This is an optimization exercise on Yosys and OpenROAD, whose aim is small area and a short achievable clock period, not a production implementation. The RTL was checked by simulation tests, not by an equivalence proof against the original design. Power figures rest on the tool's default switching activity, not on a simulated workload.

## mult32x32
module mult32x32 (
  input              i_clk     ,
  input              i_rstn    ,
  input  wire        i_multa_ns,
  input  wire        i_multb_ns,
  input  wire [31:0] i_multa   ,
  input  wire [31:0] i_multb   ,
  output wire [63:0] o_product
);
Size in the first run: ~3,600 cells after synthesis, roughly 960 flip-flops, ~130 I/O pins, roughly 0.045 mm^2 of cells after synthesis.
clock: 4.0 ns
lec_check: 0
cap_margin: 20
core_margin: 2
core_utilization: 40
cts_cluster_diameter: 60
cts_cluster_size: 25
setup_slack_margin: 2.0
slew_margin: 20
synth_hierarchical: 1
tns_end_percent: 100
run.sh (not shown) runs the stock make flow with config.mk's settings and CLKGATE_MAP_FILE= SYNTH_SCRIPT=/design/flow/synth_recipe.tcl, a recipe that flattens the netlist after the stock synthesis.
Rerun with:
--- a/flow/config.mk
+++ b/flow/config.mk
@@ -11,3 +11 @@
-export CTS_CLUSTER_DIAMETER = 60
-export CTS_CLUSTER_SIZE = 25
-export SETUP_SLACK_MARGIN = 2.0
+export SETUP_SLACK_MARGIN = 2.2
- power rose by 8.6%
- setup slack is better by 0.024 ns
- synthesized cell count does not change
- global-route usage rose by 4.6 points
- critical path depth rose by 2
- fmax rose by 1.2%
- wire length rose by 22%
Rerun with:
--- a/flow/config.mk
+++ b/flow/config.mk
@@ -11 +11,3 @@
-export SETUP_SLACK_MARGIN = 2.2
+export CTS_CLUSTER_DIAMETER = 40
+export CTS_CLUSTER_SIZE = 10
+export SETUP_SLACK_MARGIN = 2.0
=> Core utilization drops by 4.5 points. Clock power goes up by about 25%. Clock skew fell by 0.012 ns. Setup slack got worse by 0.027 ns. Wire length drops by 17%. Non-clock buffer count falls by 319. Worst hold slack improves by 0.033 ns.
Rerun with:
==> flow/flow/run.sh (new file) <==
#!/bin/bash
set -euo pipefail
export CTS_ARGS="-sink_clustering_enable -repair_clock_nets -dont_use_dummy_load"
bash standard.sh > standard.log 2>&1
==> flow/standard.sh (new file) <==
#!/bin/bash
# synth_recipe.tcl (not shown) runs the flow's synth.tcl, then flattens the netlist and writes it again
# the make line also repeats each setting of config.mk as NAME=value (left out here)
make -C /OpenROAD-flow-scripts/flow DESIGN_CONFIG=/design/flow/config.mk WORK_HOME=/design/flow/orfs CLKGATE_MAP_FILE= SYNTH_SCRIPT=/design/flow/synth_recipe.tcl "${@:-finish}"
--- a/flow/config.mk
+++ b/flow/config.mk
@@ -10,3 +10,2 @@
-export CORE_UTILIZATION = 40
-export CTS_CLUSTER_DIAMETER = 40
-export CTS_CLUSTER_SIZE = 10
+export CORE_UTILIZATION = 60
+export PLACE_DENSITY = 0.85
removed: flow/run.sh
After rerunning: Combinational power came out higher by about 8%; flip-flop and latch count stays the same; worst setup slack gains 0.052 ns; register-to-register slack improves by 0.05 ns; worst hold slack hardly moves; maximum frequency climbs by 2.6%; wire length went down by 8.4%; synthesized area does not change; cell area decreases by 6.5%; sequential power is about the same; non-clock buffer count falls by 15.
Rerun with:
--- a/flow/config.mk
+++ b/flow/config.mk
@@ -10,2 +10 @@
-export CORE_UTILIZATION = 60
-export PLACE_DENSITY = 0.85
+export CORE_UTILIZATION = 40
After rerunning: Power fell by a few percent. Via count fell by a few percent. Design area is higher slightly. Global-route usage is lower by 8.5 points. Worst hold slack gets better by 0.034 ns. Routed wire length is higher by a few percent.
Rerun with:
==> flow/run.sh (new file) <==
#!/bin/bash
# synth_recipe.tcl (not shown) runs the flow's synth.tcl, then flattens the netlist and writes it again
# the make line also repeats each setting of config.mk as NAME=value (left out here)
make -C /OpenROAD-flow-scripts/flow DESIGN_CONFIG=/design/flow/config.mk WORK_HOME=/design/flow/orfs CLKGATE_MAP_FILE= SYNTH_SCRIPT=/design/flow/synth_recipe.tcl finish
--- a/flow/config.mk
+++ b/flow/config.mk
@@ -11 +11 @@
-export SETUP_SLACK_MARGIN = 2.0
+export SETUP_SLACK_MARGIN = 1.9
removed: flow/flow/run.sh
removed: flow/standard.sh
=> Setup slack loses 0.032 ns. Sequential share of layout area fell by 0.75 points. Routed wire length rose by 0.43%.

* * *

Starting RTL as in the previous note.
export LEC_CHECK = 0
export CAP_MARGIN = 20
export CORE_MARGIN = 2
export CORE_UTILIZATION = 40
export PLACE_DENSITY = 0.85
export SETUP_SLACK_MARGIN = 2.0
export SLEW_MARGIN = 20
export SYNTH_HIERARCHICAL = 1
export TNS_END_PERCENT = 100
create_clock -name core_clock -period 4.0 [get_ports {i_clk}]
standard.sh (not shown) runs the stock make flow with config.mk's settings and CLKGATE_MAP_FILE= SYNTH_SCRIPT=/design/flow/synth_recipe.tcl, a recipe that flattens the netlist after the stock synthesis.
==> flow/flow/run.sh <==
#!/bin/bash
set -euo pipefail
export CTS_ARGS="-sink_clustering_enable -repair_clock_nets -dont_use_dummy_load -sink_clustering_size 20 -sink_clustering_max_diameter 100"
bash standard.sh > standard.log 2>&1
The first run finished clean.
Edit:
==> flow/flow/run.sh (replaced) <==
#!/bin/bash
set -euo pipefail
export CTS_ARGS="-sink_clustering_enable -repair_clock_nets -dont_use_dummy_load"
bash standard.sh > standard.log 2>&1
Settings changed: PLACE_DENSITY 0.85 to 0.75.
The changed run ran to the end with no violations.
Power grows by 4.1%.
Worst setup slack is worse by 0.0048 ns.
Design area grows by 1.8%.
Hold slack is worse by 0.036 ns.
Sequential cell count does not change.
Via count shrinks by 1.8%.
Sequential power stays flat.
Die area is unchanged.
Core utilization grows by 0.80 points.
Edit:
==> flow/run.sh (new file) <==
#!/bin/bash
# synth_recipe.tcl (not shown) runs the flow's synth.tcl, then flattens the netlist and writes it again
# the make line also repeats each setting of config.mk as NAME=value (left out here)
make -C /OpenROAD-flow-scripts/flow DESIGN_CONFIG=/design/flow/config.mk WORK_HOME=/design/flow/orfs CLKGATE_MAP_FILE= SYNTH_SCRIPT=/design/flow/synth_recipe.tcl finish
Settings changed: PLACE_DENSITY 0.75 to unset.
removed: flow/flow/run.sh
removed: flow/standard.sh
=>
- The new run produced a clean layout
- routed wire length increases by a few percent
- non-clock buffer count increases by 26
- synthesized cell count does not change
- total power increases by a few percent
- design area increases by a few percent
- worst setup slack improves by 0.0051 ns
- clock power increases by a quarter to a third
- via count increases slightly
- maximum frequency barely changes
Edit:
==> flow/flow/run.sh (new file) <==
#!/bin/bash
set -euo pipefail
export CTS_ARGS="-sink_clustering_enable -repair_clock_nets -dont_use_dummy_load"
bash standard.sh > standard.log 2>&1
==> flow/standard.sh (new file) <==
#!/bin/bash
# synth_recipe.tcl (not shown) runs the flow's synth.tcl, then flattens the netlist and writes it again
# the make line also repeats each setting of config.mk as NAME=value (left out here)
make -C /OpenROAD-flow-scripts/flow DESIGN_CONFIG=/design/flow/config.mk WORK_HOME=/design/flow/orfs CLKGATE_MAP_FILE= SYNTH_SCRIPT=/design/flow/synth_recipe.tcl "${@:-finish}"
Settings changed: PLACE_DENSITY set to 0.85, SETUP_SLACK_MARGIN 2.0 to 2.05.
removed: flow/run.sh
What happened:
- worst setup slack is better by 0.049 ns
- total power drops by about 1.3%
- wire length drops by about 0.5%
- register-to-register slack is better by 0.05 ns
- clock skew climbs by 0.018 ns
- via count climbs by about 3%
- non-clock buffer count drops by 9
- synthesized cell count is unchanged
- first-iteration DRC count climbs by about 20%
- critical path depth stays the same
- design area drops by about 1.3%
Edit:
Settings changed: GPL_ROUTABILITY_DRIVEN set to 0, PLACE_DENSITY 0.85 to 0.75, SETUP_SLACK_MARGIN 2.05 to 2.0.
What happened: Setup slack loses 0.061 ns. Worst hold slack improves by 0.023 ns. Core utilization shrinks by 0.46 points. Clock skew came out higher by 0.0095 ns. Fmax shrinks by a few percent. Routed wire length decreases by a few percent. Via count falls by a few percent. First-iteration DRC count fell by a few percent. Clock power hardly moves. Non-clock buffer count goes down by 2.

* * *

mult32x32, a different RTL version from the one above (not shown whole).
Size: roughly 45000 um2 of cells after synthesis.
Design mult32x32, start of the top module:
module mult32x32 (
  input              i_clk     ,
  input              i_rstn    ,
  input  wire        i_multa_ns,
  input  wire        i_multb_ns,
  input  wire [31:0] i_multa   ,
  input  wire [31:0] i_multb   ,
  output wire [63:0] o_product
);
wire n1 = i_multa_ns & i_multa[31];
wire n2 = i_multb_ns & i_multb[31];
wire g3 = i_multa[1] & i_multa[0];
wire p4 = i_multa[1] ^ i_multa[0];
wire g5 = i_multa[2] & i_multa[1];
wire p6 = i_multa[2] ^ i_multa[1];
wire g7 = i_multa[3] & i_multa[2];
wire p8 = i_multa[3] ^ i_multa[2];
wire g9 = i_multa[4] & i_multa[3];
wire p10 = i_multa[4] ^ i_multa[3];
wire g11 = i_multa[5] & i_multa[4];
wire p12 = i_multa[5] ^ i_multa[4];
wire g13 = i_multa[6] & i_multa[5];
wire p14 = i_multa[6] ^ i_multa[5];
wire g15 = i_multa[7] & i_multa[6];
wire p16 = i_multa[7] ^ i_multa[6];
wire g17 = i_multa[8] & i_multa[7];
wire p18 = i_multa[8] ^ i_multa[7];
wire g19 = i_multa[9] & i_multa[8];
wire p20 = i_multa[9] ^ i_multa[8];
wire g21 = i_multa[10] & i_multa[9];
wire p22 = i_multa[10] ^ i_multa[9];
wire g23 = i_multa[11] & i_multa[10];
wire p24 = i_multa[11] ^ i_multa[10];
wire g25 = i_multa[12] & i_multa[11];
wire p26 = i_multa[12] ^ i_multa[11];
wire g27 = i_multa[13] & i_multa[12];
wire p28 = i_multa[13] ^ i_multa[12];
wire g29 = i_multa[14] & i_multa[13];
wire p30 = i_multa[14] ^ i_multa[13];
wire g31 = i_multa[15] & i_multa[14];
wire p32 = i_multa[15] ^ i_multa[14];
wire g33 = i_multa[16] & i_multa[15];
wire p34 = i_multa[16] ^ i_multa[15];
wire g35 = i_multa[17] & i_multa[16];
wire p36 = i_multa[17] ^ i_multa[16];
wire g37 = i_multa[18] & i_multa[17];
  ...
export LEC_CHECK = 0
export CAP_MARGIN = 20
export CORE_MARGIN = 2
export CORE_UTILIZATION = 40
export PLACE_DENSITY = 0.85
export SETUP_SLACK_MARGIN = 2.0
export SLEW_MARGIN = 20
export SYNTH_HIERARCHICAL = 1
export TNS_END_PERCENT = 100
create_clock -name core_clock -period 4.0 [get_ports {i_clk}]
==> flow/flow/run.sh <==
#!/bin/bash
set -euo pipefail
export CTS_ARGS="-sink_clustering_enable -repair_clock_nets -dont_use_dummy_load"
bash standard.sh > standard.log 2>&1
The first run finished clean.
Rerun with:
==> flow/flow/run.sh (replaced) <==
#!/bin/bash
set -euo pipefail
export CTS_ARGS="-sink_clustering_enable -repair_clock_nets -dont_use_dummy_load -sink_clustering_size 20 -sink_clustering_max_diameter 100"
bash standard.sh > standard.log 2>&1
SETUP_SLACK_MARGIN = 1.95   (was 2.0)
What happened:
- synthesized cell count does not change
- combinational power went down by about 4%
- core utilization went down by 0.87 points
- routed wire length went down by 6.5%
- setup slack degrades by 0.10 ns
Rerun with:
PLACE_DENSITY = 0.8   (was 0.85)
SETUP_SLACK_MARGIN = 2.0   (was 1.95)
After rerunning: The changed run went through all stages and came out clean; setup slack gets better by 0.076 ns; design area climbs slightly; hold slack gets worse by 0.019 ns; register-to-register slack gets better by 0.08 ns; routed wire length climbs slightly; critical path depth drops by 1; global-route usage is about the same; clock-buffer cell count drops by 2; die area is unchanged; via count climbs slightly; non-clock buffer count climbs by 39.
Rerun with:
PLACE_DENSITY = 0.85   (was 0.8)
Result: Sequential cell count does not change. Via count is about the same. Final cell count is lower by 0.82%. Design area is lower by 0.81%.

## separate check: timing with driven ports
The flow's constraints put no driver on any port. The routed layouts listed below were extracted and timed again, unchanged, in two steps. Step 1: set_driving_cell puts a clkbuf_16 on i_clk and a buf_2 on each other input, an assumption about the parent block. Step 2 times the ports against the registers' clock, not the clock port: input delays grow and output delays shrink by t, the midpoint of the rising clock arrivals with the driver on. Three values: ideal ports, drivers, drivers and shift; two values: the first two.
| run | t, ns | setup WS [ns] | hold WS [ns] | clock arrival spread, ns | cell pins on the clock port's net |
|---|---|---|---|---|---|
| the first run of note 1 | 0.750 | 1.929 / 1.929 / 1.316 | 0.261 / 0.232 / 0.322 | 0.062 / 0.062 | 1 |
| the second run of note 1 | 0.774 | 1.953 / 1.953 / 1.423 | 0.218 / 0.176 / 0.312 | 0.058 / 0.057 | 1 |
| the third run of note 1 | 0.788 | 1.926 / 1.926 / 1.251 | 0.251 / 0.215 / 0.320 | 0.036 / 0.036 | 1 |
| the fourth run of note 1 | 0.686 | 1.978 / 1.978 / 1.358 | 0.249 / 0.215 / 0.308 | 0.074 / 0.074 | 1 |
| the fifth run of note 1 | 0.712 | 1.928 / 1.928 / 1.342 | 0.283 / 0.280 / 0.283 | 0.099 / 0.098 | 1 |
| the sixth run of note 1 | 0.746 | 1.896 / 1.886 / 1.236 | 0.299 / 0.253 / 0.308 | 0.057 / 0.057 | 1 |
| the first run of note 2 | 0.691 | 1.968 / 1.960 / 1.362 | 0.265 / 0.245 / 0.305 | 0.075 / 0.074 | 1 |
| the second run of note 2 | 0.706 | 1.964 / 1.964 / 1.371 | 0.229 / 0.216 / 0.307 | 0.049 / 0.049 | 1 |
| the third run of note 2 | 0.736 | 1.969 / 1.969 / 1.343 | 0.289 / 0.258 / 0.305 | 0.052 / 0.053 | 1 |
| the fourth run of note 2 | 0.699 | 2.017 / 2.004 / 1.372 | 0.267 / 0.244 / 0.268 | 0.071 / 0.071 | 1 |
| the fifth run of note 2 | 0.688 | 1.956 / 1.956 / 1.341 | 0.290 / 0.288 / 0.290 | 0.083 / 0.083 | 1 |
| the first run of note 3 | 0.707 | 1.981 / 1.967 / 1.355 | 0.165 / 0.172 / 0.314 | 0.082 / 0.082 | 1 |
| the second run of note 3 | 0.686 | 1.881 / 1.881 / 1.350 | 0.224 / 0.233 / 0.304 | 0.066 / 0.066 | 1 |
| the third run of note 3 | 0.678 | 1.957 / 1.957 / 1.384 | 0.205 / 0.214 / 0.308 | 0.044 / 0.045 | 1 |
| the fourth run of note 3 | 0.676 | 1.984 / 1.965 / 1.376 | 0.186 / 0.196 / 0.281 | 0.092 / 0.092 | 1 |
After both steps every run listed still meets setup and hold. The setup slack of the third run of note 1, which loses most, moves by 0.000 ns with the drivers and by -0.675 ns with both steps.
